From an optimization exercise on the open Yosys and OpenROAD flow, aimed at small area; shortcuts taken in it are not production practice. In this exercise RTL edits were held to simulation tests only and were not proved equivalent to the original. Power figures rest on the tool's default switching activity, not on a simulated workload.

## flow/design.v (module list and top-level ports; edited modules follow where they fit)
// module LedMatrix: 912 lines
module LedMatrix (
  output     [34:0]   io_col,
  output     [5:0]    io_row,
  input               bus_write,
  input      [6:0]    bus_address,
  input      [31:0]   bus_writeData,
  input               clk,
  input               reset
);
  // ...
==> flow/flow/run.sh <==
#!/bin/bash
# The standard layout (standard.sh), with one change to synthesis: Yosys's abc call maps the
# combinational logic with flow/area.abc, an area-oriented script, in place of ORFS's speed
# script. Everything else in synth_recipe.tcl (and so every register) is as the standard
# synthesis makes it.
# Port buffers are buf_1 cells.
set -euo pipefail
W=$(pwd)
cat > "$W/own_synth.tcl" <<TCL
# synth_recipe.tcl, with the -script of every abc call pointing at flow/area.abc
proc abc {args} {
  set i [lsearch -exact \$args -script]
  if {\$i >= 0} { lset args [expr {\$i + 1}] $W/flow/area.abc }
  yosys abc {*}\$args
}
source $W/synth_recipe.tcl
TCL
sed "s|SYNTH_SCRIPT=[^ ]*|SYNTH_SCRIPT=$W/own_synth.tcl|" standard.sh > own_standard.sh
grep -q "SYNTH_SCRIPT=$W/own_synth.tcl" own_standard.sh
# port buffers: the smallest buffer (ORFS otherwise picks clkdlybuf4s50_1)
bash own_standard.sh "BUFFER_PORTS_ARGS=-buffer_cell sky130_fd_sc_hd__buf_1" finish > "$W/flow_make.log" 2>&1
==> flow/flow/area.abc <==
strash
&get -n
&dch
&nf -R 1000
&put
strash
&get -n
&dch
&nf -R 1000
&put
==> flow/standard.sh <==
#!/bin/bash
# synth_recipe.tcl (not shown) runs the flow's synth.tcl, then flattens the netlist and writes it again
# the make line also repeats each setting of config.mk as NAME=value (left out here)
make -C /OpenROAD-flow-scripts/flow DESIGN_CONFIG=/design/flow/config.mk WORK_HOME=/design/flow/orfs CLKGATE_MAP_FILE= SYNTH_SCRIPT=/design/flow/synth_recipe.tcl "${@:-finish}"
==> flow/config.mk <==
export PLATFORM = sky130hd
export DESIGN_NAME = LedMatrix
export DESIGN_NICKNAME = LedMatrix
export VERILOG_FILES = /design/flow/design.v
export SDC_FILE = /design/flow/constraint.sdc
export NUM_CORES = 4
export LEC_CHECK = 0
export CAP_MARGIN = 5
export CORE_MARGIN = 2
export CORE_UTILIZATION = 55
export CTS_BUF_LIST = sky130_fd_sc_hd__clkbuf_8 sky130_fd_sc_hd__clkbuf_16
export CTS_CLUSTER_DIAMETER = 100
export CTS_CLUSTER_SIZE = 18
export PLACE_DENSITY = 0.7
export SLEW_MARGIN = 5
==> flow/constraint.sdc <==
create_clock -name core_clock -period 10.0 [get_ports {clk}]
set_input_delay 2.0000 -clock core_clock [delete_from_list [all_inputs] [get_ports {clk}]]
set_output_delay 2.0000 -clock core_clock [all_outputs]
set_load 0.01 [all_outputs]
==> impl_metrics.tcl, run 1 <==
set metrics [dict create \
    outcome "complete, no violations" \
    maxPowerGroup "registers" \
    wl_met1_mm 50.1 \
    yosysTopAreaCell "edfxtp_1" \
    die_w_um 311 \
    mostFrequentLayoutCells "1,344 x edfxtp_1, 332 x nand2_1, 325 x a222oi_1, 136 x a22oi_1, 126 x maj3_1" \
    holdPathEnd "pwmPre[11]" \
    seq_area_um2 42000 \
    clkLatencyLatePin_ns 0.67 \
    synth_async_sr_flop_share_pct 2.76 \
    die_area_um2 96600 \
    use_met2_pct 42.6 \
    cts_root_buf "clkbuf_16" \
    track_usage_pct 26.6 \
    chipHeight_um 311 \
    gr-total-overflow 0 \
    routed_wl_mm 131 \
    grtUsageMet3_pct 4.98 \
    crit_end "io_col[31]" \
    final_common_cell "edfxtp_1" \
    fill_cells 6624 \
    top_layer_used "met4" \
    postPlaceCellArea_um2 54700 \
    ys_top_cells_by_count "1,344 x edfxtp_1, 332 x nand2_1, 325 x a222oi_1, 148 x nor2_1, 136 x a22oi_1" \
    hold_class "register to register" \
    numClockSinks 1414 \
    vias_per_cell 6.78 \
    h-tree-depth 3 \
    cts_buffers 88 \
    antenna_found_initial 3 \
    yosysMostFrequentCell "edfxtp_1" \
    ys_top_cells_by_area "edfxtp_1 78%, a222oi_1 6.3%, maj3_1 2.4%" \
    core-area_um2 93300 \
    dr.first_iter.drc_count 5322 \
    nWellTaps 1254 \
    total_power_mw 11.3 \
    multi_input_gates 1431 \
]
==> run 2: changes to the inputs <==
--- a/flow/design.v
+++ b/flow/design.v
@@ -128,371 +128,558 @@
   reg [23:0] r99;
   reg [23:0] r100;
   reg [23:0] r101;
   reg [23:0] r102;
   reg [23:0] r103;
   reg [7:0] r104;
   reg [7:0] r105;
   reg [7:0] r106;
-  reg resetSeen;    
-  always @(posedge clk or posedge reset) begin
-    if (reset) resetSeen <= 1'b1;
-    else resetSeen <= 1'b0;
-  end
-  wire clr = reset | resetSeen;
-  wire addrValid = (bus_address < 7'd107);
-  reg        held;
-  reg [6:0]  addrQ;
-  reg [23:0] dataQ;
+  reg       v0;
+  reg       v1;
+  reg       v2;
+  reg       v3;
+  reg       v4;
+  reg       v5;
+  reg       v6;
+  reg       v7;
+  reg       v8;
+  reg       v9;
+  reg       v10;
+  reg       v11;
+  reg       v12;
+  reg       v13;
+  reg       v14;
+  reg       v15;
+  reg       v16;
+  reg       v17;
+  reg       v18;
+  reg       v19;
+  reg       v20;
+  reg       v21;
+  reg       v22;
+  reg       v23;
+  reg       v24;
+  reg       v25;
+  reg       v26;
+  reg       v27;
+  reg       v28;
+  reg       v29;
+  reg       v30;
+  reg       v31;
+  reg       v32;
+  reg       v33;
+  reg       v34;
+  reg       v35;
+  reg       v36;
+  reg       v37;
+  reg       v38;
+  reg       v39;
+  reg       v40;
+  reg       v41;
+  reg       v42;
+  reg       v43;
+  reg       v44;
+  reg       v45;
+  reg       v46;
+  reg       v47;
+  reg       v48;
+  reg       v49;
+  reg       v50;
+  reg       v51;
+  reg       v52;
+  reg       v53;
+  reg       v54;
+  reg       v55;
+  reg       v56;
+  reg       v57;
+  reg       v58;
+  reg       v59;
+  reg       v60;
+  reg       v61;
+  reg       v62;
+  reg       v63;
+  reg       v64;
+  reg       v65;
+  reg       v66;
+  reg       v67;
+  reg       v68;
+  reg       v69;
+  reg       v70;
+  reg       v71;
+  reg       v72;
+  reg       v73;
+  reg       v74;
+  reg       v75;
+  reg       v76;
+  reg       v77;
+  reg       v78;
+  reg       v79;
+  reg       v80;
+  reg       v81;
+  reg       v82;
+  reg       v83;
+  reg       v84;
+  reg       v85;
+  reg       v86;
+  reg       v87;
+  reg       v88;
+  reg       v89;
+  reg       v90;
+  reg       v91;
+  reg       v92;
+  reg       v93;
+  reg       v94;
+  reg       v95;
+  reg       v96;
+  reg       v97;
+  reg       v98;
+  reg       v99;
+  reg       v100;
+  reg       v101;
+  reg       v102;
+  reg       v103;
+  reg       v104;
+  reg       v105;
+  reg       v106;
   always @(posedge clk) begin
-    addrQ <= bus_address;
-    dataQ <= bus_writeData[23:0];
+    if (bus_write && bus_address == 7'd0) r0 <= bus_writeData[7:0];
+    if (bus_write && bus_address == 7'd1) r1 <= bus_writeData[7:0];
+    if (bus_write && bus_address == 7'd2) r2 <= bus_writeData[7:0];
+    if (bus_write && bus_address == 7'd3) r3 <= bus_writeData[7:0];
+    if (bus_write && bus_address == 7'd4) r4 <= bus_writeData[7:0];
+    if (bus_write && bus_address == 7'd5) r5 <= bus_writeData[7:0];
+    if (bus_write && bus_address == 7'd6) r6 <= bus_writeData[7:0];
+    if (bus_write && bus_address == 7'd7) r7 <= bus_writeData[7:0];
+    if (bus_write && bus_address == 7'd8) r8 <= bus_writeData[7:0];
+    if (bus_write && bus_address == 7'd9) r9 <= bus_writeData[7:0];
+    if (bus_write && bus_address == 7'd10) r10 <= bus_writeData[7:0];
+    if (bus_write && bus_address == 7'd11) r11 <= bus_writeData[7:0];
+    if (bus_write && bus_address == 7'd12) r12 <= bus_writeData[7:0];
+    if (bus_write && bus_address == 7'd13) r13 <= bus_writeData[7:0];
+    if (bus_write && bus_address == 7'd14) r14 <= bus_writeData[7:0];
+    if (bus_write && bus_address == 7'd15) r15 <= bus_writeData[7:0];
+    if (bus_write && bus_address == 7'd16) r16 <= bus_writeData[7:0];
+    if (bus_write && bus_address == 7'd17) r17 <= bus_writeData[7:0];
+    if (bus_write && bus_address == 7'd18) r18 <= bus_writeData[7:0];
+    if (bus_write && bus_address == 7'd19) r19 <= bus_writeData[7:0];
+    if (bus_write && bus_address == 7'd20) r20 <= bus_writeData[7:0];
+    if (bus_write && bus_address == 7'd21) r21 <= bus_writeData[7:0];
+    if (bus_write && bus_address == 7'd22) r22 <= bus_writeData[7:0];
+    if (bus_write && bus_address == 7'd23) r23 <= bus_writeData[7:0];
+    if (bus_write && bus_address == 7'd24) r24 <= bus_writeData[7:0];
+    if (bus_write && bus_address == 7'd25) r25 <= bus_writeData[7:0];
+    if (bus_write && bus_address == 7'd26) r26 <= bus_writeData[7:0];
+    if (bus_write && bus_address == 7'd27) r27 <= bus_writeData[7:0];
+    if (bus_write && bus_address == 7'd28) r28 <= bus_writeData[7:0];
+    if (bus_write && bus_address == 7'd29) r29 <= bus_writeData[7:0];
+    if (bus_write && bus_address == 7'd30) r30 <= bus_writeData[7:0];
+    if (bus_write && bus_address == 7'd31) r31 <= bus_writeData[7:0];
+    if (bus_write && bus_address == 7'd32) r32 <= bus_writeData[7:0];
+    if (bus_write && bus_address == 7'd33) r33 <= bus_writeData[7:0];
+    if (bus_write && bus_address == 7'd34) r34 <= bus_writeData[7:0];
+    if (bus_write && bus_address == 7'd35) r35 <= bus_writeData[7:0];
+    if (bus_write && bus_address == 7'd36) r36 <= bus_writeData[7:0];
+    if (bus_write && bus_address == 7'd37) r37 <= bus_writeData[7:0];
+    if (bus_write && bus_address == 7'd38) r38 <= bus_writeData[7:0];
+    if (bus_write && bus_address == 7'd39) r39 <= bus_writeData[7:0];
+    if (bus_write && bus_address == 7'd40) r40 <= bus_writeData[7:0];
+    if (bus_write && bus_address == 7'd41) r41 <= bus_writeData[7:0];
+    if (bus_write && bus_address == 7'd42) r42 <= bus_writeData[7:0];
+    if (bus_write && bus_address == 7'd43) r43 <= bus_writeData[7:0];
+    if (bus_write && bus_address == 7'd44) r44 <= bus_writeData[7:0];
+    if (bus_write && bus_address == 7'd45) r45 <= bus_writeData[7:0];
+    if (bus_write && bus_address == 7'd46) r46 <= bus_writeData[7:0];
+    if (bus_write && bus_address == 7'd47) r47 <= bus_writeData[7:0];
+    if (bus_write && bus_address == 7'd48) r48 <= bus_writeData[7:0];
+    if (bus_write && bus_address == 7'd49) r49 <= bus_writeData[7:0];
+    if (bus_write && bus_address == 7'd50) r50 <= bus_writeData[7:0];
+    if (bus_write && bus_address == 7'd51) r51 <= bus_writeData[7:0];
+    if (bus_write && bus_address == 7'd52) r52 <= bus_writeData[7:0];
+    if (bus_write && bus_address == 7'd53) r53 <= bus_writeData[7:0];
+    if (bus_write && bus_address == 7'd54) r54 <= bus_writeData[7:0];
+    if (bus_write && bus_address == 7'd55) r55 <= bus_writeData[7:0];
+    if (bus_write && bus_address == 7'd56) r56 <= bus_writeData[7:0];
+    if (bus_write && bus_address == 7'd57) r57 <= bus_writeData[7:0];
+    if (bus_write && bus_address == 7'd58) r58 <= bus_writeData[7:0];
+    if (bus_write && bus_address == 7'd59) r59 <= bus_writeData[7:0];
+    if (bus_write && bus_address == 7'd60) r60 <= bus_writeData[7:0];
+    if (bus_write && bus_address == 7'd61) r61 <= bus_writeData[7:0];
+    if (bus_write && bus_address == 7'd62) r62 <= bus_writeData[7:0];
+    if (bus_write && bus_address == 7'd63) r63 <= bus_writeData[7:0];
+    if (bus_write && bus_address == 7'd64) r64 <= bus_writeData[7:0];
+    if (bus_write && bus_address == 7'd65) r65 <= bus_writeData[7:0];
+    if (bus_write && bus_address == 7'd66) r66 <= bus_writeData[7:0];
+    if (bus_write && bus_address == 7'd67) r67 <= bus_writeData[7:0];
+    if (bus_write && bus_address == 7'd68) r68 <= bus_writeData[7:0];
+    if (bus_write && bus_address == 7'd69) r69 <= bus_writeData[7:0];
+    if (bus_write && bus_address == 7'd70) r70 <= bus_writeData[7:0];
+    if (bus_write && bus_address == 7'd71) r71 <= bus_writeData[7:0];
+    if (bus_write && bus_address == 7'd72) r72 <= bus_writeData[7:0];
+    if (bus_write && bus_address == 7'd73) r73 <= bus_writeData[15:0];
+    if (bus_write && bus_address == 7'd74) r74 <= bus_writeData[23:0];
+    if (bus_write && bus_address == 7'd75) r75 <= bus_writeData[23:0];
+    if (bus_write && bus_address == 7'd76) r76 <= bus_writeData[23:0];
+    if (bus_write && bus_address == 7'd77) r77 <= bus_writeData[23:0];
+    if (bus_write && bus_address == 7'd78) r78 <= bus_writeData[23:0];
+    if (bus_write && bus_address == 7'd79) r79 <= bus_writeData[23:0];
+    if (bus_write && bus_address == 7'd80) r80 <= bus_writeData[23:0];
+    if (bus_write && bus_address == 7'd81) r81 <= bus_writeData[23:0];
+    if (bus_write && bus_address == 7'd82) r82 <= bus_writeData[23:0];
+    if (bus_write && bus_address == 7'd83) r83 <= bus_writeData[23:0];
+    if (bus_write && bus_address == 7'd84) r84 <= bus_writeData[23:0];
+    if (bus_write && bus_address == 7'd85) r85 <= bus_writeData[23:0];
+    if (bus_write && bus_address == 7'd86) r86 <= bus_writeData[23:0];
+    if (bus_write && bus_address == 7'd87) r87 <= bus_writeData[23:0];
+    if (bus_write && bus_address == 7'd88) r88 <= bus_writeData[23:0];
+    if (bus_write && bus_address == 7'd89) r89 <= bus_writeData[23:0];
+    if (bus_write && bus_address == 7'd90) r90 <= bus_writeData[23:0];
+    if (bus_write && bus_address == 7'd91) r91 <= bus_writeData[23:0];
+    if (bus_write && bus_address == 7'd92) r92 <= bus_writeData[23:0];
+    if (bus_write && bus_address == 7'd93) r93 <= bus_writeData[23:0];
+    if (bus_write && bus_address == 7'd94) r94 <= bus_writeData[23:0];
+    if (bus_write && bus_address == 7'd95) r95 <= bus_writeData[23:0];
+    if (bus_write && bus_address == 7'd96) r96 <= bus_writeData[23:0];
+    if (bus_write && bus_address == 7'd97) r97 <= bus_writeData[23:0];
+    if (bus_write && bus_address == 7'd98) r98 <= bus_writeData[23:0];
+    if (bus_write && bus_address == 7'd99) r99 <= bus_writeData[23:0];
+    if (bus_write && bus_address == 7'd100) r100 <= bus_writeData[23:0];
+    if (bus_write && bus_address == 7'd101) r101 <= bus_writeData[23:0];
+    if (bus_write && bus_address == 7'd102) r102 <= bus_writeData[23:0];
+    if (bus_write && bus_address == 7'd103) r103 <= bus_writeData[23:0];
+    if (bus_write && bus_address == 7'd104) r104 <= bus_writeData[7:0];
+    if (bus_write && bus_address == 7'd105) r105 <= bus_writeData[7:0];
+    if (bus_write && bus_address == 7'd106) r106 <= bus_writeData[7:0];
   end
-  wire sameAddr = (bus_address == addrQ);
-  wire useHeld = held & ~(bus_write & sameAddr);
   always @(posedge clk or posedge reset) begin
-    if (reset) held <= 1'b0;
-    else held <= bus_write & addrValid & (clr | useHeld);
-  end
-  wire [6:0]  wa  = useHeld ? addrQ : bus_address;
-  wire        wen = useHeld | bus_write;
-  wire [23:0] wd  = clr ? 24'd0 : (useHeld ? dataQ : bus_writeData[23:0]);
-  wire [7:0]  preHi;
-  wire [15:0] preLo;
-  genvar gi;
-  generate for (gi = 0; gi < 8; gi = gi + 1) begin : gPreHi
-    assign preHi[gi] = clr | (wen & (wa[6:4] == gi));
-  end endgenerate
-  generate for (gi = 0; gi < 16; gi = gi + 1) begin : gPreLo
-    assign preLo[gi] = clr | (wa[3:0] == gi);
-  end endgenerate
-  always @(posedge clk) begin
-    if (preHi[0] & preLo[0]) r0 <= wd[7:0];
-    if (preHi[0] & preLo[1]) r1 <= wd[7:0];
-    if (preHi[0] & preLo[2]) r2 <= wd[7:0];
-    if (preHi[0] & preLo[3]) r3 <= wd[7:0];
-    if (preHi[0] & preLo[4]) r4 <= wd[7:0];
-    if (preHi[0] & preLo[5]) r5 <= wd[7:0];
-    if (preHi[0] & preLo[6]) r6 <= wd[7:0];
-    if (preHi[0] & preLo[7]) r7 <= wd[7:0];
-    if (preHi[0] & preLo[8]) r8 <= wd[7:0];
-    if (preHi[0] & preLo[9]) r9 <= wd[7:0];
-    if (preHi[0] & preLo[10]) r10 <= wd[7:0];
-    if (preHi[0] & preLo[11]) r11 <= wd[7:0];
-    if (preHi[0] & preLo[12]) r12 <= wd[7:0];
-    if (preHi[0] & preLo[13]) r13 <= wd[7:0];
-    if (preHi[0] & preLo[14]) r14 <= wd[7:0];
-    if (preHi[0] & preLo[15]) r15 <= wd[7:0];
-    if (preHi[1] & preLo[0]) r16 <= wd[7:0];
-    if (preHi[1] & preLo[1]) r17 <= wd[7:0];
-    if (preHi[1] & preLo[2]) r18 <= wd[7:0];
-    if (preHi[1] & preLo[3]) r19 <= wd[7:0];
-    if (preHi[1] & preLo[4]) r20 <= wd[7:0];
-    if (preHi[1] & preLo[5]) r21 <= wd[7:0];
-    if (preHi[1] & preLo[6]) r22 <= wd[7:0];
-    if (preHi[1] & preLo[7]) r23 <= wd[7:0];
-    if (preHi[1] & preLo[8]) r24 <= wd[7:0];
-    if (preHi[1] & preLo[9]) r25 <= wd[7:0];
-    if (preHi[1] & preLo[10]) r26 <= wd[7:0];
-    if (preHi[1] & preLo[11]) r27 <= wd[7:0];
-    if (preHi[1] & preLo[12]) r28 <= wd[7:0];
-    if (preHi[1] & preLo[13]) r29 <= wd[7:0];
-    if (preHi[1] & preLo[14]) r30 <= wd[7:0];
-    if (preHi[1] & preLo[15]) r31 <= wd[7:0];
-    if (preHi[2] & preLo[0]) r32 <= wd[7:0];
-    if (preHi[2] & preLo[1]) r33 <= wd[7:0];
-    if (preHi[2] & preLo[2]) r34 <= wd[7:0];
-    if (preHi[2] & preLo[3]) r35 <= wd[7:0];
-    if (preHi[2] & preLo[4]) r36 <= wd[7:0];
-    if (preHi[2] & preLo[5]) r37 <= wd[7:0];
-    if (preHi[2] & preLo[6]) r38 <= wd[7:0];
-    if (preHi[2] & preLo[7]) r39 <= wd[7:0];
-    if (preHi[2] & preLo[8]) r40 <= wd[7:0];
-    if (preHi[2] & preLo[9]) r41 <= wd[7:0];
-    if (preHi[2] & preLo[10]) r42 <= wd[7:0];
-    if (preHi[2] & preLo[11]) r43 <= wd[7:0];
-    if (preHi[2] & preLo[12]) r44 <= wd[7:0];
-    if (preHi[2] & preLo[13]) r45 <= wd[7:0];
-    if (preHi[2] & preLo[14]) r46 <= wd[7:0];
-    if (preHi[2] & preLo[15]) r47 <= wd[7:0];
-    if (preHi[3] & preLo[0]) r48 <= wd[7:0];
-    if (preHi[3] & preLo[1]) r49 <= wd[7:0];
-    if (preHi[3] & preLo[2]) r50 <= wd[7:0];
-    if (preHi[3] & preLo[3]) r51 <= wd[7:0];
-    if (preHi[3] & preLo[4]) r52 <= wd[7:0];
-    if (preHi[3] & preLo[5]) r53 <= wd[7:0];
-    if (preHi[3] & preLo[6]) r54 <= wd[7:0];
-    if (preHi[3] & preLo[7]) r55 <= wd[7:0];
-    if (preHi[3] & preLo[8]) r56 <= wd[7:0];
-    if (preHi[3] & preLo[9]) r57 <= wd[7:0];
-    if (preHi[3] & preLo[10]) r58 <= wd[7:0];
-    if (preHi[3] & preLo[11]) r59 <= wd[7:0];
-    if (preHi[3] & preLo[12]) r60 <= wd[7:0];
-    if (preHi[3] & preLo[13]) r61 <= wd[7:0];
-    if (preHi[3] & preLo[14]) r62 <= wd[7:0];
-    if (preHi[3] & preLo[15]) r63 <= wd[7:0];
-    if (preHi[4] & preLo[0]) r64 <= wd[7:0];
-    if (preHi[4] & preLo[1]) r65 <= wd[7:0];
-    if (preHi[4] & preLo[2]) r66 <= wd[7:0];
-    if (preHi[4] & preLo[3]) r67 <= wd[7:0];
-    if (preHi[4] & preLo[4]) r68 <= wd[7:0];
-    if (preHi[4] & preLo[5]) r69 <= wd[7:0];
-    if (preHi[4] & preLo[6]) r70 <= wd[7:0];
-    if (preHi[4] & preLo[7]) r71 <= wd[7:0];
-    if (preHi[4] & preLo[8]) r72 <= wd[7:0];
-    if (preHi[4] & preLo[9]) r73 <= wd[15:0];
-    if (preHi[4] & preLo[10]) r74 <= wd[23:0];
-    if (preHi[4] & preLo[11]) r75 <= wd[23:0];
-    if (preHi[4] & preLo[12]) r76 <= wd[23:0];
-    if (preHi[4] & preLo[13]) r77 <= wd[23:0];
-    if (preHi[4] & preLo[14]) r78 <= wd[23:0];
-    if (preHi[4] & preLo[15]) r79 <= wd[23:0];
-    if (preHi[5] & preLo[0]) r80 <= wd[23:0];
-    if (preHi[5] & preLo[1]) r81 <= wd[23:0];
-    if (preHi[5] & preLo[2]) r82 <= wd[23:0];
-    if (preHi[5] & preLo[3]) r83 <= wd[23:0];
-    if (preHi[5] & preLo[4]) r84 <= wd[23:0];
-    if (preHi[5] & preLo[5]) r85 <= wd[23:0];
-    if (preHi[5] & preLo[6]) r86 <= wd[23:0];
-    if (preHi[5] & preLo[7]) r87 <= wd[23:0];
-    if (preHi[5] & preLo[8]) r88 <= wd[23:0];
-    if (preHi[5] & preLo[9]) r89 <= wd[23:0];
-    if (preHi[5] & preLo[10]) r90 <= wd[23:0];
-    if (preHi[5] & preLo[11]) r91 <= wd[23:0];
-    if (preHi[5] & preLo[12]) r92 <= wd[23:0];
-    if (preHi[5] & preLo[13]) r93 <= wd[23:0];
-    if (preHi[5] & preLo[14]) r94 <= wd[23:0];
-    if (preHi[5] & preLo[15]) r95 <= wd[23:0];
-    if (preHi[6] & preLo[0]) r96 <= wd[23:0];
-    if (preHi[6] & preLo[1]) r97 <= wd[23:0];
-    if (preHi[6] & preLo[2]) r98 <= wd[23:0];
-    if (preHi[6] & preLo[3]) r99 <= wd[23:0];
-    if (preHi[6] & preLo[4]) r100 <= wd[23:0];
-    if (preHi[6] & preLo[5]) r101 <= wd[23:0];
-    if (preHi[6] & preLo[6]) r102 <= wd[23:0];
-    if (preHi[6] & preLo[7]) r103 <= wd[23:0];
-    if (preHi[6] & preLo[8]) r104 <= wd[7:0];
-    if (preHi[6] & preLo[9]) r105 <= wd[7:0];
-    if (preHi[6] & preLo[10]) r106 <= wd[7:0];
+    if (reset) begin
+      v0 <= 1'b0;
+      v1 <= 1'b0;
+      v2 <= 1'b0;
+      v3 <= 1'b0;
+      v4 <= 1'b0;
+      v5 <= 1'b0;
+      v6 <= 1'b0;
+      v7 <= 1'b0;
+      v8 <= 1'b0;
+      v9 <= 1'b0;
+      v10 <= 1'b0;
+      v11 <= 1'b0;
+      v12 <= 1'b0;
+      v13 <= 1'b0;
+      v14 <= 1'b0;
+      v15 <= 1'b0;
+      v16 <= 1'b0;
+      v17 <= 1'b0;
+      v18 <= 1'b0;
+      v19 <= 1'b0;
+      v20 <= 1'b0;
+      v21 <= 1'b0;
+      v22 <= 1'b0;
+      v23 <= 1'b0;
+      v24 <= 1'b0;
+      v25 <= 1'b0;
+      v26 <= 1'b0;
+      v27 <= 1'b0;
+      v28 <= 1'b0;
+      v29 <= 1'b0;
+      v30 <= 1'b0;
+      v31 <= 1'b0;
+      v32 <= 1'b0;
+      v33 <= 1'b0;
+      v34 <= 1'b0;
+      v35 <= 1'b0;
+      v36 <= 1'b0;
+      v37 <= 1'b0;
+      v38 <= 1'b0;
+      v39 <= 1'b0;
+      v40 <= 1'b0;
+      v41 <= 1'b0;
+      v42 <= 1'b0;
+      v43 <= 1'b0;
+      v44 <= 1'b0;
+      v45 <= 1'b0;
+      v46 <= 1'b0;
+      v47 <= 1'b0;
+      v48 <= 1'b0;
+      v49 <= 1'b0;
+      v50 <= 1'b0;
+      v51 <= 1'b0;
+      v52 <= 1'b0;
+      v53 <= 1'b0;
+      v54 <= 1'b0;
+      v55 <= 1'b0;
+      v56 <= 1'b0;
+      v57 <= 1'b0;
+      v58 <= 1'b0;
+      v59 <= 1'b0;
+      v60 <= 1'b0;
+      v61 <= 1'b0;
+      v62 <= 1'b0;
+      v63 <= 1'b0;
+      v64 <= 1'b0;
+      v65 <= 1'b0;
+      v66 <= 1'b0;
+      v67 <= 1'b0;
+      v68 <= 1'b0;
+      v69 <= 1'b0;
+      v70 <= 1'b0;
+      v71 <= 1'b0;
+      v72 <= 1'b0;
+      v73 <= 1'b0;
+      v74 <= 1'b0;
+      v75 <= 1'b0;
+      v76 <= 1'b0;
+      v77 <= 1'b0;
+      v78 <= 1'b0;
+      v79 <= 1'b0;
+      v80 <= 1'b0;
+      v81 <= 1'b0;
+      v82 <= 1'b0;
+      v83 <= 1'b0;
+      v84 <= 1'b0;
+      v85 <= 1'b0;
+      v86 <= 1'b0;
+      v87 <= 1'b0;
+      v88 <= 1'b0;
+      v89 <= 1'b0;
+      v90 <= 1'b0;
+      v91 <= 1'b0;
+      v92 <= 1'b0;
+      v93 <= 1'b0;
+      v94 <= 1'b0;
+      v95 <= 1'b0;
+      v96 <= 1'b0;
+      v97 <= 1'b0;
+      v98 <= 1'b0;
+      v99 <= 1'b0;
+      v100 <= 1'b0;
+      v101 <= 1'b0;
+      v102 <= 1'b0;
+      v103 <= 1'b0;
+      v104 <= 1'b0;
+      v105 <= 1'b0;
+      v106 <= 1'b0;
+    end else begin
+      if (bus_write && bus_address == 7'd0) v0 <= 1'b1;
+      if (bus_write && bus_address == 7'd1) v1 <= 1'b1;
+      if (bus_write && bus_address == 7'd2) v2 <= 1'b1;
+      if (bus_write && bus_address == 7'd3) v3 <= 1'b1;
+      if (bus_write && bus_address == 7'd4) v4 <= 1'b1;
+      if (bus_write && bus_address == 7'd5) v5 <= 1'b1;
+      if (bus_write && bus_address == 7'd6) v6 <= 1'b1;
+      if (bus_write && bus_address == 7'd7) v7 <= 1'b1;
+      if (bus_write && bus_address == 7'd8) v8 <= 1'b1;
+      if (bus_write && bus_address == 7'd9) v9 <= 1'b1;
+      if (bus_write && bus_address == 7'd10) v10 <= 1'b1;
+      if (bus_write && bus_address == 7'd11) v11 <= 1'b1;
+      if (bus_write && bus_address == 7'd12) v12 <= 1'b1;
+      if (bus_write && bus_address == 7'd13) v13 <= 1'b1;
+      if (bus_write && bus_address == 7'd14) v14 <= 1'b1;
+      if (bus_write && bus_address == 7'd15) v15 <= 1'b1;
+      if (bus_write && bus_address == 7'd16) v16 <= 1'b1;
+      if (bus_write && bus_address == 7'd17) v17 <= 1'b1;
+      if (bus_write && bus_address == 7'd18) v18 <= 1'b1;
+      if (bus_write && bus_address == 7'd19) v19 <= 1'b1;
+      if (bus_write && bus_address == 7'd20) v20 <= 1'b1;
+      if (bus_write && bus_address == 7'd21) v21 <= 1'b1;
+      if (bus_write && bus_address == 7'd22) v22 <= 1'b1;
+      if (bus_write && bus_address == 7'd23) v23 <= 1'b1;
+      if (bus_write && bus_address == 7'd24) v24 <= 1'b1;
+      if (bus_write && bus_address == 7'd25) v25 <= 1'b1;
+      if (bus_write && bus_address == 7'd26) v26 <= 1'b1;
+      if (bus_write && bus_address == 7'd27) v27 <= 1'b1;
+      if (bus_write && bus_address == 7'd28) v28 <= 1'b1;
+      if (bus_write && bus_address == 7'd29) v29 <= 1'b1;
+      if (bus_write && bus_address == 7'd30) v30 <= 1'b1;
+      if (bus_write && bus_address == 7'd31) v31 <= 1'b1;
+      if (bus_write && bus_address == 7'd32) v32 <= 1'b1;
+      if (bus_write && bus_address == 7'd33) v33 <= 1'b1;
+      if (bus_write && bus_address == 7'd34) v34 <= 1'b1;
+      if (bus_write && bus_address == 7'd35) v35 <= 1'b1;
+      if (bus_write && bus_address == 7'd36) v36 <= 1'b1;
+      if (bus_write && bus_address == 7'd37) v37 <= 1'b1;
+      if (bus_write && bus_address == 7'd38) v38 <= 1'b1;
+      if (bus_write && bus_address == 7'd39) v39 <= 1'b1;
+      if (bus_write && bus_address == 7'd40) v40 <= 1'b1;
+      if (bus_write && bus_address == 7'd41) v41 <= 1'b1;
+      if (bus_write && bus_address == 7'd42) v42 <= 1'b1;
+      if (bus_write && bus_address == 7'd43) v43 <= 1'b1;
+      if (bus_write && bus_address == 7'd44) v44 <= 1'b1;
+      if (bus_write && bus_address == 7'd45) v45 <= 1'b1;
+      if (bus_write && bus_address == 7'd46) v46 <= 1'b1;
+      if (bus_write && bus_address == 7'd47) v47 <= 1'b1;
+      if (bus_write && bus_address == 7'd48) v48 <= 1'b1;
+      if (bus_write && bus_address == 7'd49) v49 <= 1'b1;
+      if (bus_write && bus_address == 7'd50) v50 <= 1'b1;
+      if (bus_write && bus_address == 7'd51) v51 <= 1'b1;
+      if (bus_write && bus_address == 7'd52) v52 <= 1'b1;
+      if (bus_write && bus_address == 7'd53) v53 <= 1'b1;
+      if (bus_write && bus_address == 7'd54) v54 <= 1'b1;
+      if (bus_write && bus_address == 7'd55) v55 <= 1'b1;
+      if (bus_write && bus_address == 7'd56) v56 <= 1'b1;
+      if (bus_write && bus_address == 7'd57) v57 <= 1'b1;
+      if (bus_write && bus_address == 7'd58) v58 <= 1'b1;
+      if (bus_write && bus_address == 7'd59) v59 <= 1'b1;
+      if (bus_write && bus_address == 7'd60) v60 <= 1'b1;
+      if (bus_write && bus_address == 7'd61) v61 <= 1'b1;
+      if (bus_write && bus_address == 7'd62) v62 <= 1'b1;
+      if (bus_write && bus_address == 7'd63) v63 <= 1'b1;
+      if (bus_write && bus_address == 7'd64) v64 <= 1'b1;
+      if (bus_write && bus_address == 7'd65) v65 <= 1'b1;
+      if (bus_write && bus_address == 7'd66) v66 <= 1'b1;
+      if (bus_write && bus_address == 7'd67) v67 <= 1'b1;
+      if (bus_write && bus_address == 7'd68) v68 <= 1'b1;
+      if (bus_write && bus_address == 7'd69) v69 <= 1'b1;
+      if (bus_write && bus_address == 7'd70) v70 <= 1'b1;
+      if (bus_write && bus_address == 7'd71) v71 <= 1'b1;
+      if (bus_write && bus_address == 7'd72) v72 <= 1'b1;
+      if (bus_write && bus_address == 7'd73) v73 <= 1'b1;
+      if (bus_write && bus_address == 7'd74) v74 <= 1'b1;
+      if (bus_write && bus_address == 7'd75) v75 <= 1'b1;
+      if (bus_write && bus_address == 7'd76) v76 <= 1'b1;
+      if (bus_write && bus_address == 7'd77) v77 <= 1'b1;
+      if (bus_write && bus_address == 7'd78) v78 <= 1'b1;
+      if (bus_write && bus_address == 7'd79) v79 <= 1'b1;
+      if (bus_write && bus_address == 7'd80) v80 <= 1'b1;
+      if (bus_write && bus_address == 7'd81) v81 <= 1'b1;
+      if (bus_write && bus_address == 7'd82) v82 <= 1'b1;
+      if (bus_write && bus_address == 7'd83) v83 <= 1'b1;
+      if (bus_write && bus_address == 7'd84) v84 <= 1'b1;
+      if (bus_write && bus_address == 7'd85) v85 <= 1'b1;
+      if (bus_write && bus_address == 7'd86) v86 <= 1'b1;
+      if (bus_write && bus_address == 7'd87) v87 <= 1'b1;
+      if (bus_write && bus_address == 7'd88) v88 <= 1'b1;
+      if (bus_write && bus_address == 7'd89) v89 <= 1'b1;
+      if (bus_write && bus_address == 7'd90) v90 <= 1'b1;
+      if (bus_write && bus_address == 7'd91) v91 <= 1'b1;
+      if (bus_write && bus_address == 7'd92) v92 <= 1'b1;
+      if (bus_write && bus_address == 7'd93) v93 <= 1'b1;
+      if (bus_write && bus_address == 7'd94) v94 <= 1'b1;
+      if (bus_write && bus_address == 7'd95) v95 <= 1'b1;
+      if (bus_write && bus_address == 7'd96) v96 <= 1'b1;
+      if (bus_write && bus_address == 7'd97) v97 <= 1'b1;
+      if (bus_write && bus_address == 7'd98) v98 <= 1'b1;
+      if (bus_write && bus_address == 7'd99) v99 <= 1'b1;
+      if (bus_write && bus_address == 7'd100) v100 <= 1'b1;
+      if (bus_write && bus_address == 7'd101) v101 <= 1'b1;
+      if (bus_write && bus_address == 7'd102) v102 <= 1'b1;
+      if (bus_write && bus_address == 7'd103) v103 <= 1'b1;
+      if (bus_write && bus_address == 7'd104) v104 <= 1'b1;
+      if (bus_write && bus_address == 7'd105) v105 <= 1'b1;
+      if (bus_write && bus_address == 7'd106) v106 <= 1'b1;
+    end
   end
-  wire v0 = 1'b1;
-  wire v1 = 1'b1;
-  wire v2 = 1'b1;
-  wire v3 = 1'b1;
-  wire v4 = 1'b1;
-  wire v5 = 1'b1;
-  wire v6 = 1'b1;
-  wire v7 = 1'b1;
-  wire v8 = 1'b1;
-  wire v9 = 1'b1;
-  wire v10 = 1'b1;
-  wire v11 = 1'b1;
-  wire v12 = 1'b1;
-  wire v13 = 1'b1;
-  wire v14 = 1'b1;
-  wire v15 = 1'b1;
-  wire v16 = 1'b1;
-  wire v17 = 1'b1;
-  wire v18 = 1'b1;
-  wire v19 = 1'b1;
-  wire v20 = 1'b1;
-  wire v21 = 1'b1;
-  wire v22 = 1'b1;
-  wire v23 = 1'b1;
-  wire v24 = 1'b1;
-  wire v25 = 1'b1;
-  wire v26 = 1'b1;
-  wire v27 = 1'b1;
-  wire v28 = 1'b1;
-  wire v29 = 1'b1;
-  wire v30 = 1'b1;
-  wire v31 = 1'b1;
-  wire v32 = 1'b1;
-  wire v33 = 1'b1;
-  wire v34 = 1'b1;
-  wire v35 = 1'b1;
-  wire v36 = 1'b1;
-  wire v37 = 1'b1;
-  wire v38 = 1'b1;
-  wire v39 = 1'b1;
-  wire v40 = 1'b1;
-  wire v41 = 1'b1;
-  wire v42 = 1'b1;
-  wire v43 = 1'b1;
-  wire v44 = 1'b1;
-  wire v45 = 1'b1;
-  wire v46 = 1'b1;
-  wire v47 = 1'b1;
-  wire v48 = 1'b1;
-  wire v49 = 1'b1;
-  wire v50 = 1'b1;
-  wire v51 = 1'b1;
-  wire v52 = 1'b1;
-  wire v53 = 1'b1;
-  wire v54 = 1'b1;
-  wire v55 = 1'b1;
-  wire v56 = 1'b1;
-  wire v57 = 1'b1;
-  wire v58 = 1'b1;
-  wire v59 = 1'b1;
-  wire v60 = 1'b1;
-  wire v61 = 1'b1;
-  wire v62 = 1'b1;
-  wire v63 = 1'b1;
-  wire v64 = 1'b1;
-  wire v65 = 1'b1;
-  wire v66 = 1'b1;
-  wire v67 = 1'b1;
-  wire v68 = 1'b1;
-  wire v69 = 1'b1;
-  wire v70 = 1'b1;
-  wire v71 = 1'b1;
-  wire v72 = 1'b1;
-  wire v73 = 1'b1;
-  wire v74 = 1'b1;
-  wire v75 = 1'b1;
-  wire v76 = 1'b1;
-  wire v77 = 1'b1;
-  wire v78 = 1'b1;
-  wire v79 = 1'b1;
-  wire v80 = 1'b1;
-  wire v81 = 1'b1;
-  wire v82 = 1'b1;
-  wire v83 = 1'b1;
-  wire v84 = 1'b1;
-  wire v85 = 1'b1;
-  wire v86 = 1'b1;
-  wire v87 = 1'b1;
-  wire v88 = 1'b1;
-  wire v89 = 1'b1;
-  wire v90 = 1'b1;
-  wire v91 = 1'b1;
-  wire v92 = 1'b1;
-  wire v93 = 1'b1;
-  wire v94 = 1'b1;
-  wire v95 = 1'b1;
-  wire v96 = 1'b1;
-  wire v97 = 1'b1;
-  wire v98 = 1'b1;
-  wire v99 = 1'b1;
-  wire v100 = 1'b1;
-  wire v101 = 1'b1;
-  wire v102 = 1'b1;
-  wire v103 = 1'b1;
-  wire v104 = 1'b1;
-  wire v105 = 1'b1;
-  wire v106 = 1'b1;
-  wire s0_0 = rowHot[0];
-  wire s0_1 = rowHot[0];
-  wire s0_2 = rowHot[0];
-  wire s0_3 = rowHot[0];
-  wire s0_4 = rowHot[0];
-  wire s0_5 = rowHot[0];
-  wire s0_6 = rowHot[0];
-  wire s0_7 = rowHot[0];
-  wire s0_8 = rowHot[0];
-  wire s0_9 = rowHot[0];
-  wire s0_10 = rowHot[0];
-  wire s0_11 = rowHot[0];
-  wire s0_12 = rowHot[0];
-  wire s0_74 = rowHot[0];
-  wire s0_75 = rowHot[0];
-  wire s0_76 = rowHot[0];
-  wire s0_104 = rowHot[0];
-  wire s0_105 = rowHot[0];
-  wire s0_106 = rowHot[0];
-  wire s1_13 = rowHot[1];
-  wire s1_14 = rowHot[1];
-  wire s1_15 = rowHot[1];
-  wire s1_16 = rowHot[1];
-  wire s1_17 = rowHot[1];
-  wire s1_18 = rowHot[1];
-  wire s1_19 = rowHot[1];
-  wire s1_20 = rowHot[1];
-  wire s1_21 = rowHot[1];
-  wire s1_22 = rowHot[1];
-  wire s1_23 = rowHot[1];
-  wire s1_24 = rowHot[1];
-  wire s1_25 = rowHot[1];
-  wire s1_26 = rowHot[1];
-  wire s1_77 = rowHot[1];
-  wire s1_78 = rowHot[1];
-  wire s1_79 = rowHot[1];
-  wire s1_80 = rowHot[1];
-  wire s1_81 = rowHot[1];
-  wire s1_82 = rowHot[1];
-  wire s1_83 = rowHot[1];
-  wire s2_27 = rowHot[2];
-  wire s2_28 = rowHot[2];
-  wire s2_29 = rowHot[2];
-  wire s2_30 = rowHot[2];
-  wire s2_31 = rowHot[2];
-  wire s2_32 = rowHot[2];
-  wire s2_33 = rowHot[2];
-  wire s2_34 = rowHot[2];
-  wire s2_35 = rowHot[2];
-  wire s2_36 = rowHot[2];
-  wire s2_37 = rowHot[2];
-  wire s2_38 = rowHot[2];
-  wire s2_39 = rowHot[2];
-  wire s2_40 = rowHot[2];
-  wire s2_84 = rowHot[2];
-  wire s2_85 = rowHot[2];
-  wire s2_86 = rowHot[2];
-  wire s2_87 = rowHot[2];
-  wire s2_88 = rowHot[2];
-  wire s2_89 = rowHot[2];
-  wire s2_90 = rowHot[2];
-  wire s3_41 = rowHot[3];
-  wire s3_42 = rowHot[3];
-  wire s3_43 = rowHot[3];
-  wire s3_44 = rowHot[3];
-  wire s3_45 = rowHot[3];
-  wire s3_46 = rowHot[3];
-  wire s3_47 = rowHot[3];
-  wire s3_48 = rowHot[3];
-  wire s3_49 = rowHot[3];
-  wire s3_50 = rowHot[3];
-  wire s3_51 = rowHot[3];
-  wire s3_52 = rowHot[3];
-  wire s3_53 = rowHot[3];
-  wire s3_91 = rowHot[3];
-  wire s3_92 = rowHot[3];
-  wire s3_93 = rowHot[3];
-  wire s4_54 = rowHot[4];
-  wire s4_55 = rowHot[4];
-  wire s4_56 = rowHot[4];
-  wire s4_57 = rowHot[4];
-  wire s4_58 = rowHot[4];
-  wire s4_59 = rowHot[4];
-  wire s4_60 = rowHot[4];
-  wire s4_61 = rowHot[4];
-  wire s4_62 = rowHot[4];
-  wire s4_63 = rowHot[4];
-  wire s4_64 = rowHot[4];
-  wire s4_65 = rowHot[4];
-  wire s4_94 = rowHot[4];
-  wire s4_95 = rowHot[4];
-  wire s4_96 = rowHot[4];
-  wire s4_97 = rowHot[4];
-  wire s5_66 = rowHot[5];
-  wire s5_67 = rowHot[5];
-  wire s5_68 = rowHot[5];
-  wire s5_69 = rowHot[5];
-  wire s5_70 = rowHot[5];
-  wire s5_71 = rowHot[5];
-  wire s5_72 = rowHot[5];
-  wire s5_73 = rowHot[5];
-  wire s5_98 = rowHot[5];
-  wire s5_99 = rowHot[5];
-  wire s5_100 = rowHot[5];
-  wire s5_101 = rowHot[5];
-  wire s5_102 = rowHot[5];
-  wire s5_103 = rowHot[5];
+  wire s0_0 = rowHot[0] & v0;
+  wire s0_1 = rowHot[0] & v1;
+  wire s0_2 = rowHot[0] & v2;
+  wire s0_3 = rowHot[0] & v3;
+  wire s0_4 = rowHot[0] & v4;
+  wire s0_5 = rowHot[0] & v5;
+  wire s0_6 = rowHot[0] & v6;
+  wire s0_7 = rowHot[0] & v7;
+  wire s0_8 = rowHot[0] & v8;
+  wire s0_9 = rowHot[0] & v9;
+  wire s0_10 = rowHot[0] & v10;
+  wire s0_11 = rowHot[0] & v11;
+  wire s0_12 = rowHot[0] & v12;
+  wire s0_74 = rowHot[0] & v74;
+  wire s0_75 = rowHot[0] & v75;
+  wire s0_76 = rowHot[0] & v76;
+  wire s0_104 = rowHot[0] & v104;
+  wire s0_105 = rowHot[0] & v105;
+  wire s0_106 = rowHot[0] & v106;
+  wire s1_13 = rowHot[1] & v13;
+  wire s1_14 = rowHot[1] & v14;
+  wire s1_15 = rowHot[1] & v15;
+  wire s1_16 = rowHot[1] & v16;
+  wire s1_17 = rowHot[1] & v17;
+  wire s1_18 = rowHot[1] & v18;
+  wire s1_19 = rowHot[1] & v19;
+  wire s1_20 = rowHot[1] & v20;
+  wire s1_21 = rowHot[1] & v21;
+  wire s1_22 = rowHot[1] & v22;
+  wire s1_23 = rowHot[1] & v23;
+  wire s1_24 = rowHot[1] & v24;
+  wire s1_25 = rowHot[1] & v25;
+  wire s1_26 = rowHot[1] & v26;
+  wire s1_77 = rowHot[1] & v77;
+  wire s1_78 = rowHot[1] & v78;
+  wire s1_79 = rowHot[1] & v79;
+  wire s1_80 = rowHot[1] & v80;
+  wire s1_81 = rowHot[1] & v81;
+  wire s1_82 = rowHot[1] & v82;
+  wire s1_83 = rowHot[1] & v83;
+  wire s2_27 = rowHot[2] & v27;
+  wire s2_28 = rowHot[2] & v28;
+  wire s2_29 = rowHot[2] & v29;
+  wire s2_30 = rowHot[2] & v30;
+  wire s2_31 = rowHot[2] & v31;
+  wire s2_32 = rowHot[2] & v32;
+  wire s2_33 = rowHot[2] & v33;
+  wire s2_34 = rowHot[2] & v34;
+  wire s2_35 = rowHot[2] & v35;
+  wire s2_36 = rowHot[2] & v36;
+  wire s2_37 = rowHot[2] & v37;
+  wire s2_38 = rowHot[2] & v38;
+  wire s2_39 = rowHot[2] & v39;
+  wire s2_40 = rowHot[2] & v40;
+  wire s2_84 = rowHot[2] & v84;
+  wire s2_85 = rowHot[2] & v85;
+  wire s2_86 = rowHot[2] & v86;
+  wire s2_87 = rowHot[2] & v87;
+  wire s2_88 = rowHot[2] & v88;
+  wire s2_89 = rowHot[2] & v89;
+  wire s2_90 = rowHot[2] & v90;
+  wire s3_41 = rowHot[3] & v41;
+  wire s3_42 = rowHot[3] & v42;
+  wire s3_43 = rowHot[3] & v43;
+  wire s3_44 = rowHot[3] & v44;
+  wire s3_45 = rowHot[3] & v45;
+  wire s3_46 = rowHot[3] & v46;
+  wire s3_47 = rowHot[3] & v47;
+  wire s3_48 = rowHot[3] & v48;
+  wire s3_49 = rowHot[3] & v49;
+  wire s3_50 = rowHot[3] & v50;
+  wire s3_51 = rowHot[3] & v51;
+  wire s3_52 = rowHot[3] & v52;
+  wire s3_53 = rowHot[3] & v53;
+  wire s3_91 = rowHot[3] & v91;
+  wire s3_92 = rowHot[3] & v92;
+  wire s3_93 = rowHot[3] & v93;
+  wire s4_54 = rowHot[4] & v54;
+  wire s4_55 = rowHot[4] & v55;
+  wire s4_56 = rowHot[4] & v56;
+  wire s4_57 = rowHot[4] & v57;
+  wire s4_58 = rowHot[4] & v58;
+  wire s4_59 = rowHot[4] & v59;
+  wire s4_60 = rowHot[4] & v60;
+  wire s4_61 = rowHot[4] & v61;
+  wire s4_62 = rowHot[4] & v62;
+  wire s4_63 = rowHot[4] & v63;
+  wire s4_64 = rowHot[4] & v64;
+  wire s4_65 = rowHot[4] & v65;
+  wire s4_94 = rowHot[4] & v94;
+  wire s4_95 = rowHot[4] & v95;
+  wire s4_96 = rowHot[4] & v96;
+  wire s4_97 = rowHot[4] & v97;
+  wire s5_66 = rowHot[5] & v66;
+  wire s5_67 = rowHot[5] & v67;
+  wire s5_68 = rowHot[5] & v68;
+  wire s5_69 = rowHot[5] & v69;
+  wire s5_70 = rowHot[5] & v70;
+  wire s5_71 = rowHot[5] & v71;
+  wire s5_72 = rowHot[5] & v72;
+  wire s5_73 = rowHot[5] & v73;
+  wire s5_98 = rowHot[5] & v98;
+  wire s5_99 = rowHot[5] & v99;
+  wire s5_100 = rowHot[5] & v100;
+  wire s5_101 = rowHot[5] & v101;
+  wire s5_102 = rowHot[5] & v102;
+  wire s5_103 = rowHot[5] & v103;
   wire [34:0] lt;
   wire [7:0] val0 = ({8{s0_0}} & r0[7:0]) | ({8{s1_13}} & r13[7:0]) | ({8{s2_27}} & r27[7:0]) | ({8{s3_41}} & r41[7:0]) | ({8{s4_54}} & r54[7:0]) | ({8{s5_66}} & r66[7:0]);
   wire [7:0] nc0;
   assign nc0[0] = npwm[0] | val0[0];
   assign nc0[1] = (npwm[1] & val0[1]) | (nc0[0] & (npwm[1] | val0[1]));
   assign nc0[2] = (npwm[2] & val0[2]) | (nc0[1] & (npwm[2] | val0[2]));
   assign nc0[3] = (npwm[3] & val0[3]) | (nc0[2] & (npwm[3] | val0[3]));
   assign nc0[4] = (npwm[4] & val0[4]) | (nc0[3] & (npwm[4] | val0[4]));
==> flow/config.mk (replaced) <==
export PLATFORM = sky130hd
export DESIGN_NAME = LedMatrix
export DESIGN_NICKNAME = LedMatrix
export VERILOG_FILES = /design/flow/design.v
export SDC_FILE = /design/flow/constraint.sdc
export NUM_CORES = 4
export LEC_CHECK = 0
export CAP_MARGIN = 5
export CORE_MARGIN = 2
export CORE_UTILIZATION = 55
export CTS_BUF_LIST = sky130_fd_sc_hd__clkbuf_8
export CTS_CLUSTER_DIAMETER = 100
export CTS_CLUSTER_SIZE = 18
export PLACE_DENSITY = 0.7
export SLEW_MARGIN = 5
==> run 2 against run 1 <==
Effect of this change:
- now fails the layout checks on antenna rules
- die area increased by 5.5%
- clock power decreased by 23%
- area after synthesis is 5.6% higher
- utilization is 1.4 points lower
- hold slack improved by 0.0033 ns
- worst setup slack got worse by 0.20 ns
- critical path depth rose by 2
- sequential share of layout area up 1.2 points
- clock skew decreased by 0.0011 ns
- largest cell class unchanged
==> impl_metrics.tcl, run 2 <==
set metrics [dict create \
    outcome "finished with violations" \
    so_faults "antenna rules" \
    grt_pass1_wl_mm 198 \
    relSlewSlack_pct 22.0 \
    leakage_nw 19.4 \
    path_max_fanout 11 \
    clk_pin_slew_ns 0.10 \
    path_cells "buf_4 > and2_0 > a222oi_1 > nand2_1 > nand2_1 > a41oi_1 > maj3_1 > maj3_1 > maj3_1 > maj3_1 > maj3_1 > maj3_1 > clkinv_1 > buf_1" \
    core-area_um2 98400 \
    max_clock_freq_mhz 134 \
    mostFrequentLayoutCells "1,344 x edfxtp_1, 389 x nand2_1, 313 x a222oi_1, 157 x a22oi_1, 134 x dfrtp_1" \
    drtPass1Iterations 9 \
    worst_pin_slew_ns 1.17 \
    hold_buffers 0 \
    yosysMostFrequentCell "edfxtp_1" \
    synth_edf_count 1344 \
    maxCapViolations 0 \
    criticalPathCategory "register to primary output" \
    track_usage_pct 26.2 \
    postPlaceCellArea_um2 57400 \
    ys_types 41 \
    setup-tns-final_ns 0 \
    final_common_cell "edfxtp_1" \
    synth_async_sr_flop_share_pct 9.68 \
    dp_hpwl_mm 74.2 \
    hold_depth 0 \
    finalInstanceArea_um2 59000 \
    slowest_stage "dfrtp_1" \
    ir_drop_uv 162 \
    gr-total-overflow 0 \
    grt_setup_unrepaired "false" \
    std_cell_rows 115 \
    setup_viol 0 \
    fin_crit_ns 7.45 \
    numClockSinks 1488 \
    yosys_most_used_dff "edfxtp_1" \
    chipHeight_um 319 \
    die_w_um 319 \
    gp_congestion 0.833 \
    h-tree-depth 3 \
    holdPathEnd "pwmPre[11]" \
    netlist_area_um2 54600 \
    ys_top_cells_by_count "1,344 x edfxtp_1, 389 x nand2_1, 313 x a222oi_1, 157 x a22oi_1, 135 x dfrtp_1" \
    cp-start-kind "register" \
    ys_seq_area_share_pct 80.5 \
    synth-seq-cells 1488 \
    worstPathRequired_ns 8.00 \
    clkLatencyLatePin_ns 0.78 \
    ys_top_cells_by_area "edfxtp_1 74%, dfrtp_1 6.2%, a222oi_1 5.7%" \
    hold_violations 0 \
    period_share_pct 74.5 \
    grt_max_degree 89 \
    cts_resized 0 \
    path_delay_family "adder cells" \
    fill_cells 7139 \
    vias_per_cell 6.62 \
    p_per_area_nw_per_um2 166 \
    antenna_found_initial 10 \
    critical_path.max_stage_delay_ns 0.70 \
    final_nets 3402 \
    worstHoldStart "pwmPre[10]" \
    cts_root_buf "clkbuf_8" \
    worstReg2RegEnd "npwm[7]" \
    cts_tree "done" \
    first_global_vias 31404 \
    timing.reg2reg.worst_path_depth 7 \
    drive_above_1_share_pct 7.37 \
    syn_nets 3145 \
    drc_errors 0 \
    yosys_warnings 1 \
    hold_class "register to register" \
    cts_buffers 92 \
    postSynthCellCount 3102 \
    path_buf_inv 3 \
    post_cts_buffers 0 \
    portBuffers 74 \
    yosysTopAreaCell "edfxtp_1" \
    maxSlewViolCount 0 \
    rr_startpoint "pwmPre[4]" \
    die_area_um2 102000 \
    cp-end-kind "primary output" \
    yosys.area.top_type_share_pct 73.9 \
    dr.first_iter.drc_count 5130 \
    avgSynthCellArea_um2 17.6 \
    start_util_pct 55.5 \
    drt-wirelength-per-cell_um 28.5 \
    cp_common_cell "maj3_1" \
    synthToLayoutAreaGrowth_pct 7.96 \
    routed_wl_mm 135 \
    cts.path.max_buffers 3 \
    antenna_left 1 \
    regToRegSetupSlack_ns 7.32 \
    boundaryPins 83 \
    num_vias 31338 \
    total_power_mw 9.76 \
    critPathArrivalTime_ns 5.45 \
    multiInputGateArea_um2 10600 \
    seq_area_um2 44000 \
    finalClockSkew_ns 0.0201 \
]
## run 2: where the power goes
part	switching, mW	internal (mW)
Clock	1.79	0.886
Sequential	0.0315	6.85
Combinational	0.164	0.0357
## run 2: how the worst max path moves through the flow
stage | startpoint | to | slack [ns] | cells after the start
floorplan | rowHot[2] | io_col[9] | 4.13 | 11
global placement | rowHot[3] | io_col[0] | 3.51 | 14
detailed placement | rowHot[3] | io_col[0] | 3.45 | 14
CTS | rowHot[3] | io_col[0] | 2.57 | 14
global route | rowHot[3] | io_col[0] | 2.41 | 14
finish | rowHot[3] | io_col[0] | 2.55 | 14
## run 2: area by class of cell
class / instances / share of cell area (%)
flip-flops and latches: 1488 / 74.6
multi-input cells: 1589 / 18.0
well taps: 1287 / 2.73
clock buffers: 94 / 2.19
repair buffers: 171 / 1.78
clock inverters: 75 / 0.494
inverters: 17 / 0.117
diodes: 10 / 0.0424
## run 2: logic make-up after synthesis
family / after synthesis / share of synthesized area, %
AO/OA/AOI/OAI: 670 / 10.2
XOR/XNOR: 9 / 0.144
adder cells (fa/ha/maj): 127 / 2.33
buffers and inverters: 25 / 0.172
flip-flops: 1488 / 80.5
multiplexers: 1 / 0.0183
AND/OR/NAND/NOR: 782 / 6.60
## run 2: stage by stage
step | instances | setup slack (ns) | utilization [%] | hold slack, ns
floorplan | 3102 | 4.13 | - | 0.421
CTS | 4721 | 2.57 | 59.9 | 0.391
finish | 4731 | 2.55 | 59.9 | 0.386
global route | 4726 | 2.41 | 59.9 | 0.401
global placement | 4552 | 3.51 | 58.3 | 0.350
detailed placement | 4552 | 3.45 | 58.3 | 0.363
## run 2: metal layers
metal / up-vias / global-route usage [%] / routed length (µm)
li1: 13375 / - / -
met1: 15817 / 36.4 / 52000
met2: 1875 / 42.2 / 63800
met3: 267 / 4.67 / 14000
met4: 4 / 9.09 / 4750
met5: - / 0 / 21

[re-timing with driven ports]
The flow's constraints put no driver on any port. The routed layouts listed below were extracted and timed again, unchanged, in two steps.
Step 1 sets driving cells, clkbuf_16 on the clock port and buf_2 on the other inputs (assumed; they add their load-dependent delay and slew).
Step 2, shift: input delay + t, output delay - t, t = (earliest + latest rising clock arrival at the registers) / 2. This alone moves slack from input paths to output paths.
a / b / c = ideal ports / drivers / drivers and shift; a / b = the first two.
run	shift t [ns]	setup WS [ns]	latest minus earliest clock arrival (ns)
run 1	0.730	2.750 / 2.682 / 3.412	0.029 / 0.029
run 2	0.828	2.553 / 2.488 / 3.315	0.045 / 0.045
